What follows belongs to an exercise in optimizing a design on an open flow for small area; a production flow would make more cautious choices. At most, simulation tests tie the RTL to the original design; equivalence was not proved. Power and IR drop assume default switching activity.

==> inputs of build 21 <==
Design top, start of the top module:
module top #(
    parameter DATA_WIDTH = 8,
    parameter BUFFER_SIZE = 2,
    parameter KERNEL_SIZE = 9,
    parameter NUM_OF_MUL = 2,
    parameter DATA_OF_SET = 20,
    parameter IN_NUM_OF_SET = 4,
    parameter OUT_NUM_OF_SET = 3
)(
    input  logic          clk,
    input  logic          rst,
    input  logic [639:0]  din,
    input  logic [71:0]   kernel,
    input  logic [1:0]    op,
    output logic [1279:0] dout,
    output logic          dout_valid
);
==> module buffer, before the edit <==
module buffer (
    input  logic             clk,
    input  logic             wen,       
    input  logic             keep3,     
    input  logic [639:0]     din,
    output logic [3:0][143:0] dout,
    output logic [143:0]     set3_kept
);
    always_ff @(posedge clk) begin
        for (int s = 0; s < 4; s++)
            if (wen) dout[s] <= din[s*160 +: 144];
        if (keep3) set3_kept <= dout[3];
    end
endmodule
==> module hadamard_product_unit, before the edit <==
module hadamard_product_unit (
    input  logic [71:0] kernel,
    input  logic [71:0] p0,
    input  logic [71:0] p1,
    input  logic [71:0] p2,
    output logic [7:0]  y0,
    output logic [7:0]  y1,
    output logic [7:0]  y2
);
    logic [71:0] kernel3;
    times3 u_k3 (.k(kernel), .k3(kernel3));
    logic [2:0][71:0] p;
    logic [2:0][7:0]  y;
    assign p = {p2, p1, p0};
    assign {y2, y1, y0} = y;
    for (genvar j = 0; j < 3; j++) begin : g_dp
        logic [26:0] d1, d2, d3;
        r4dec u_dec (.p(p[j]), .d1(d1), .d2(d2), .d3(d3));
        dot9 u_dp (.k(kernel), .k3(kernel3), .p(p[j]),
                   .d1(d1), .d2(d2), .d3(d3), .y(y[j]));
    end
endmodule
==> module top, before the edit <==
module top #(
    parameter DATA_WIDTH = 8,
    parameter BUFFER_SIZE = 2,
    parameter KERNEL_SIZE = 9,
    parameter NUM_OF_MUL = 2,
    parameter DATA_OF_SET = 20,
    parameter IN_NUM_OF_SET = 4,
    parameter OUT_NUM_OF_SET = 3
)(
    input  logic          clk,
    input  logic          rst,
    input  logic [639:0]  din,
    input  logic [71:0]   kernel,
    input  logic [1:0]    op,
    output logic [1279:0] dout,
    output logic          dout_valid
);
    localparam logic [1:0] READ  = 2'd1;
    localparam logic [1:0] WRITE = 2'd2;
    logic       rd_reg, wr_reg;    
    logic [5:0] cnt;               
    logic       wen;
    always_ff @(posedge clk or posedge rst) begin
        if (rst) begin
            rd_reg <= 1'b0;
            wr_reg <= 1'b0;
            cnt    <= 6'd0;
        end else begin
            rd_reg <= (op == READ);
            wr_reg <= (op == WRITE);
            if (cnt == 6'd32 || ((op == READ) && rd_reg))
                cnt <= 6'd0;
            else if ((op == READ) && !rd_reg)
                cnt <= cnt + 6'd1;
        end
    end
    assign wen        = (op == READ) && !rd_reg && (cnt == 6'd0);
    assign dout_valid = (op == WRITE) && !wr_reg;
    logic [4:1] ph;
    logic       ph2_n, ph4_n;    
    always_ff @(posedge clk or posedge rst) begin
        if (rst) begin
            ph    <= '0;
            ph2_n <= 1'b1;
            ph4_n <= 1'b1;
        end else begin
            ph    <= {ph[3:1], wen};
            ph2_n <= !ph[1];
            ph4_n <= !ph[3];
        end
    end
    logic [3:0][143:0] set_q;
    logic [143:0]      set3_q;
    buffer u_buf (.clk(clk), .wen(wen), .keep3(ph[3]), .din(din), .dout(set_q), .set3_kept(set3_q));
    logic [71:0] kernel_d;
    always_ff @(posedge clk) kernel_d <= kernel;
    logic [71:0] k_src;
    assign k_src = ({72{ph[2]}} & kernel) | ({72{ph2_n}} & kernel_d);
    logic [71:0] pu0, pu1, pu2;
    assign pu0 = ({72{ph[2]}} & set_q[0][71:0])   | ({72{ph[3]}} & set_q[1][143:72]) | ({72{ph[4]}} & set3_q[71:0]);
    assign pu1 = ({72{ph[2]}} & set_q[0][143:72]) | ({72{ph[3]}} & set_q[2][71:0])   | ({72{ph[4]}} & set3_q[143:72]);
    assign pu2 = ({72{ph[2]}} & set_q[1][71:0])   | ({72{ph2_n}} & set_q[2][143:72]);
    logic [7:0] u0, u1, u2;
    hadamard_product_unit u_dp (
        .kernel(k_src),
        .p0(pu0),
        .p1(pu1),
        .p2(pu2),
        .y0(u0),
        .y1(u1),
        .y2(u2)
    );
    logic [7:0] r0, r1, r2, r0_d, r1_d, r2_d;
    always_ff @(posedge clk) begin
        r0   <= u0;
        r1   <= u1;
        r2   <= u2;
        r0_d <= r0;
        r1_d <= r1;
        r2_d <= r2;
    end
    logic [15:0] lane0, lane1, lane2;
    assign lane0 = ({16{ph[4]}} & {r1_d, r0_d}) | ({16{ph4_n}} & {r1, r0});
    assign lane1 = {r0, r2_d};
    assign lane2 = {r2, r1};
    for_output u_out (
        .clk(clk),
        .rst(rst),
        .op(op),
        .wr_reg(wr_reg),
        .arr3(ph[3]),
        .arr1(ph[4]),
        .lane0(lane0),
        .lane1(lane1),
        .lane2(lane2),
        .dout(dout)
    );
endmodule
export LEC_CHECK = 0
export CAP_MARGIN = 25
export CORE_AREA = 10 10 470 470
export DIE_AREA = 0 0 480 480
export PLACE_DENSITY = 0.6
export SLEW_MARGIN = 25
export SYNTH_HIERARCHICAL = 1
create_clock -name core_clock -period 10.0 [get_ports {clk}]
standard.sh (not shown) runs the stock make flow with config.mk's settings and CLKGATE_MAP_FILE= SYNTH_SCRIPT=/design/flow/synth_recipe.tcl, a recipe that flattens the netlist after the stock synthesis.
==> flow/flow/run.sh <==
#!/bin/bash
# The standard layout (standard.sh) with these placement settings changed:
#  - plain buf_1 cells as the port buffers (every port still gets one);
#  - pins may sit one routing track apart, so a smaller die holds them;
#  - clock tree: larger sink clusters, small clock buffers, no dummy loads;
#  - one tie cell for the constant outputs (as synthesis leaves it).
set -o pipefail
export BUFFER_PORTS_ARGS="-buffer_cell sky130_fd_sc_hd__buf_1"
export PLACE_PINS_ARGS="-min_distance 1 -min_distance_in_tracks"
export CTS_ARGS="-sink_clustering_enable -repair_clock_nets -dont_use_dummy_load -buf_list {sky130_fd_sc_hd__clkbuf_4 sky130_fd_sc_hd__clkbuf_8} -sink_clustering_size 20 -sink_clustering_max_diameter 45"
export SKIP_REPAIR_TIE_FANOUT=1
bash standard.sh > standard.log 2>&1
==> build 18 (differences from build 21) <==
--- a/flow/flow/run.sh
+++ b/flow/flow/run.sh
@@ -9,3 +9,3 @@
 export PLACE_PINS_ARGS="-min_distance 1 -min_distance_in_tracks"
-export CTS_ARGS="-sink_clustering_enable -repair_clock_nets -dont_use_dummy_load -buf_list {sky130_fd_sc_hd__clkbuf_4 sky130_fd_sc_hd__clkbuf_8} -sink_clustering_size 20 -sink_clustering_max_diameter 45"
+export CTS_ARGS="-sink_clustering_enable -repair_clock_nets -dont_use_dummy_load -buf_list {sky130_fd_sc_hd__clkbuf_4 sky130_fd_sc_hd__clkbuf_8} -sink_clustering_size 16 -sink_clustering_max_diameter 50"
 export SKIP_REPAIR_TIE_FANOUT=1
- CORE_AREA: 10 10 470 470 -> 10 10 450 450
- DIE_AREA: 0 0 480 480 -> 0 0 460 460
- PLACE_DENSITY: 0.6 -> 0.65
==> build 43 (differences from build 21) <==
--- a/flow/design.v
+++ b/flow/design.v
@@ -2,7 +2,5 @@
     input  logic             clk,
-    input  logic             wen,       
-    input  logic             keep3,     
+    input  logic             wen,
     input  logic [639:0]     din,
-    output logic [3:0][143:0] dout,
-    output logic [143:0]     set3_kept
+    output logic [3:0][143:0] dout
 );
@@ -11,3 +9,2 @@
             if (wen) dout[s] <= din[s*160 +: 144];
-        if (keep3) set3_kept <= dout[3];
     end
@@ -15,9 +12,5 @@
 module hadamard_product_unit (
-    input  logic [71:0] kernel,
-    input  logic [71:0] p0,
-    input  logic [71:0] p1,
-    input  logic [71:0] p2,
-    output logic [7:0]  y0,
-    output logic [7:0]  y1,
-    output logic [7:0]  y2
+    input  logic [71:0]  kernel,
+    input  logic [143:0] patch,
+    output logic [15:0]  dout
 );
@@ -25,11 +18,7 @@
     times3 u_k3 (.k(kernel), .k3(kernel3));
-    logic [2:0][71:0] p;
-    logic [2:0][7:0]  y;
-    assign p = {p2, p1, p0};
-    assign {y2, y1, y0} = y;
-    for (genvar j = 0; j < 3; j++) begin : g_dp
+    for (genvar j = 0; j < 2; j++) begin : g_dp
         logic [26:0] d1, d2, d3;
-        r4dec u_dec (.p(p[j]), .d1(d1), .d2(d2), .d3(d3));
-        dot9 u_dp (.k(kernel), .k3(kernel3), .p(p[j]),
-                   .d1(d1), .d2(d2), .d3(d3), .y(y[j]));
+        r4dec u_dec (.p(patch[j*72 +: 72]), .d1(d1), .d2(d2), .d3(d3));
+        dot9 u_dp (.k(kernel), .k3(kernel3), .p(patch[j*72 +: 72]),
+                   .d1(d1), .d2(d2), .d3(d3), .y(dout[j*8 +: 8]));
     end
@@ -656,3 +645,3 @@
     logic [4:1] ph;
-    logic       ph2_n, ph4_n;    
+    logic       ph3_n;     
     always_ff @(posedge clk or posedge rst) begin
@@ -660,8 +649,6 @@
             ph    <= '0;
-            ph2_n <= 1'b1;
-            ph4_n <= 1'b1;
+            ph3_n <= 1'b1;
         end else begin
             ph    <= {ph[3:1], wen};
-            ph2_n <= !ph[1];
-            ph4_n <= !ph[3];
+            ph3_n <= !ph[2];
         end
@@ -669,35 +656,28 @@
     logic [3:0][143:0] set_q;
-    logic [143:0]      set3_q;
-    buffer u_buf (.clk(clk), .wen(wen), .keep3(ph[3]), .din(din), .dout(set_q), .set3_kept(set3_q));
+    buffer u_buf (.clk(clk), .wen(wen), .din(din), .dout(set_q));
     logic [71:0] kernel_d;
     always_ff @(posedge clk) kernel_d <= kernel;
-    logic [71:0] k_src;
-    assign k_src = ({72{ph[2]}} & kernel) | ({72{ph2_n}} & kernel_d);
-    logic [71:0] pu0, pu1, pu2;
-    assign pu0 = ({72{ph[2]}} & set_q[0][71:0])   | ({72{ph[3]}} & set_q[1][143:72]) | ({72{ph[4]}} & set3_q[71:0]);
-    assign pu1 = ({72{ph[2]}} & set_q[0][143:72]) | ({72{ph[3]}} & set_q[2][71:0])   | ({72{ph[4]}} & set3_q[143:72]);
-    assign pu2 = ({72{ph[2]}} & set_q[1][71:0])   | ({72{ph2_n}} & set_q[2][143:72]);
-    logic [7:0] u0, u1, u2;
-    hadamard_product_unit u_dp (
-        .kernel(k_src),
-        .p0(pu0),
-        .p1(pu1),
-        .p2(pu2),
-        .y0(u0),
-        .y1(u1),
-        .y2(u2)
+    logic [15:0] x_res, y_res;
+    logic [143:0] y_patch, x_patch;
+    logic [71:0]  x_kernel;
+    assign y_patch  = ({144{ph[3]}} & set_q[3]) | ({144{ph3_n}} & set_q[0]);
+    assign x_patch  = ({144{ph[3]}} & set_q[2]) | ({144{ph3_n}} & set_q[1]);
+    assign x_kernel = ({72{ph[3]}} & kernel_d)  | ({72{ph3_n}} & kernel);
+    hadamard_product_unit u_y (
+        .kernel(kernel),
+        .patch(y_patch),
+        .dout(y_res)
     );
-    logic [7:0] r0, r1, r2, r0_d, r1_d, r2_d;
+    hadamard_product_unit u_x (
+        .kernel(x_kernel),
+        .patch(x_patch),
+        .dout(x_res)
+    );
+    logic [15:0] ry, ry_d, rx, rx_d;
     always_ff @(posedge clk) begin
-        r0   <= u0;
-        r1   <= u1;
-        r2   <= u2;
-        r0_d <= r0;
-        r1_d <= r1;
-        r2_d <= r2;
-    end
-    logic [15:0] lane0, lane1, lane2;
-    assign lane0 = ({16{ph[4]}} & {r1_d, r0_d}) | ({16{ph4_n}} & {r1, r0});
-    assign lane1 = {r0, r2_d};
-    assign lane2 = {r2, r1};
+        ry   <= y_res;
+        ry_d <= ry;
+        rx   <= x_res;
+        rx_d <= rx;
+    end
     for_output u_out (
@@ -709,5 +689,5 @@
         .arr1(ph[4]),
-        .lane0(lane0),
-        .lane1(lane1),
-        .lane2(lane2),
+        .lane0(ry_d),
+        .lane1(rx_d),
+        .lane2(rx),
         .dout(dout)
- CAP_MARGIN: 25 -> 10
- CORE_AREA: 10 10 470 470 -> 10 10 450 450
- DIE_AREA: 0 0 480 480 -> 0 0 460 460
- PLACE_DENSITY: 0.6 -> 0.65
- SLEW_MARGIN: 25 -> 10
==> qor summary <==
metric	build 21	build 18	build 43
End of the worst register-to-register path	r2[7]	-	ry[15]
Number of setup violations in the final report	0	-	0
Routability congestion estimate from global placement	1.03	1.03	1.02
Worst Hold Depth	0	-	0
Hold WC Path Type	reg2reg	-	reg2reg
Die area	230000 um^2	-	212000 um^2
Final worst setup slack	1.06 ns	-	1.02 ns
Instance count after placement with tap cells included	10700	10400	10800
Area after detailed placement	102000 um^2	102000 um^2	104000 um^2
Result of the run	timing/DRC/antenna clean	stopped before the end	timing/DRC/antenna clean
Last stage reached	-	global routing (5_1_grt)	-
Worst r2r path cells	21	-	22
Routed wire per std cell	37.7 um	-	39.0 um
Endpoint, Worst Hold	u_buf.set3_kept[102]	-	ry_d[2]
Leak Pwr	34.5 nW	-	36.3 nW
Number of non-clock inverters in the layout	213	-	78
Met2 wirelength from detailed routing	188000 um	-	187000 um
Function not checked in build 21 and build 18: the RTL went through the layout flow alone.

==> afterwards: timing with drivers on the ports <==
The flow's constraints put no driver on any port. The routed layouts listed below were extracted and timed again, unchanged, in two steps. Step 1 (the two cells are an assumption about what drives the block):
set clk [get_ports {clk}]
set_driving_cell -lib_cell sky130_fd_sc_hd__clkbuf_16 $clk
set_driving_cell -lib_cell sky130_fd_sc_hd__buf_2 [delete_from_list [all_inputs] $clk]
Step 2 adds t to the input delays and takes it off the output delays; t is the mean of the earliest and latest rising clock arrival at the registers after step 1. Input paths then give back, and output paths get back, about the clock's delay inside the block. Three values: no drivers, after step 1, after step 2; two values: the first two.
run	t, ns	setup WS [ns]	hold WS [ns]	worst register clock-pin slew, ns	cell pins on the clock port's net
build 21	1.099	1.058 / 1.058 / 0.039	0.329 / 0.329 / 0.329	0.12 / 0.12	1
build 43	1.105	1.024 / 1.024 / 0.155	0.325 / 0.325 / 0.325	0.11 / 0.11	1
After both steps every run listed still meets setup and hold. The setup slack of build 21, which loses most, moves by 0.000 ns with the drivers and by -1.019 ns with both steps.
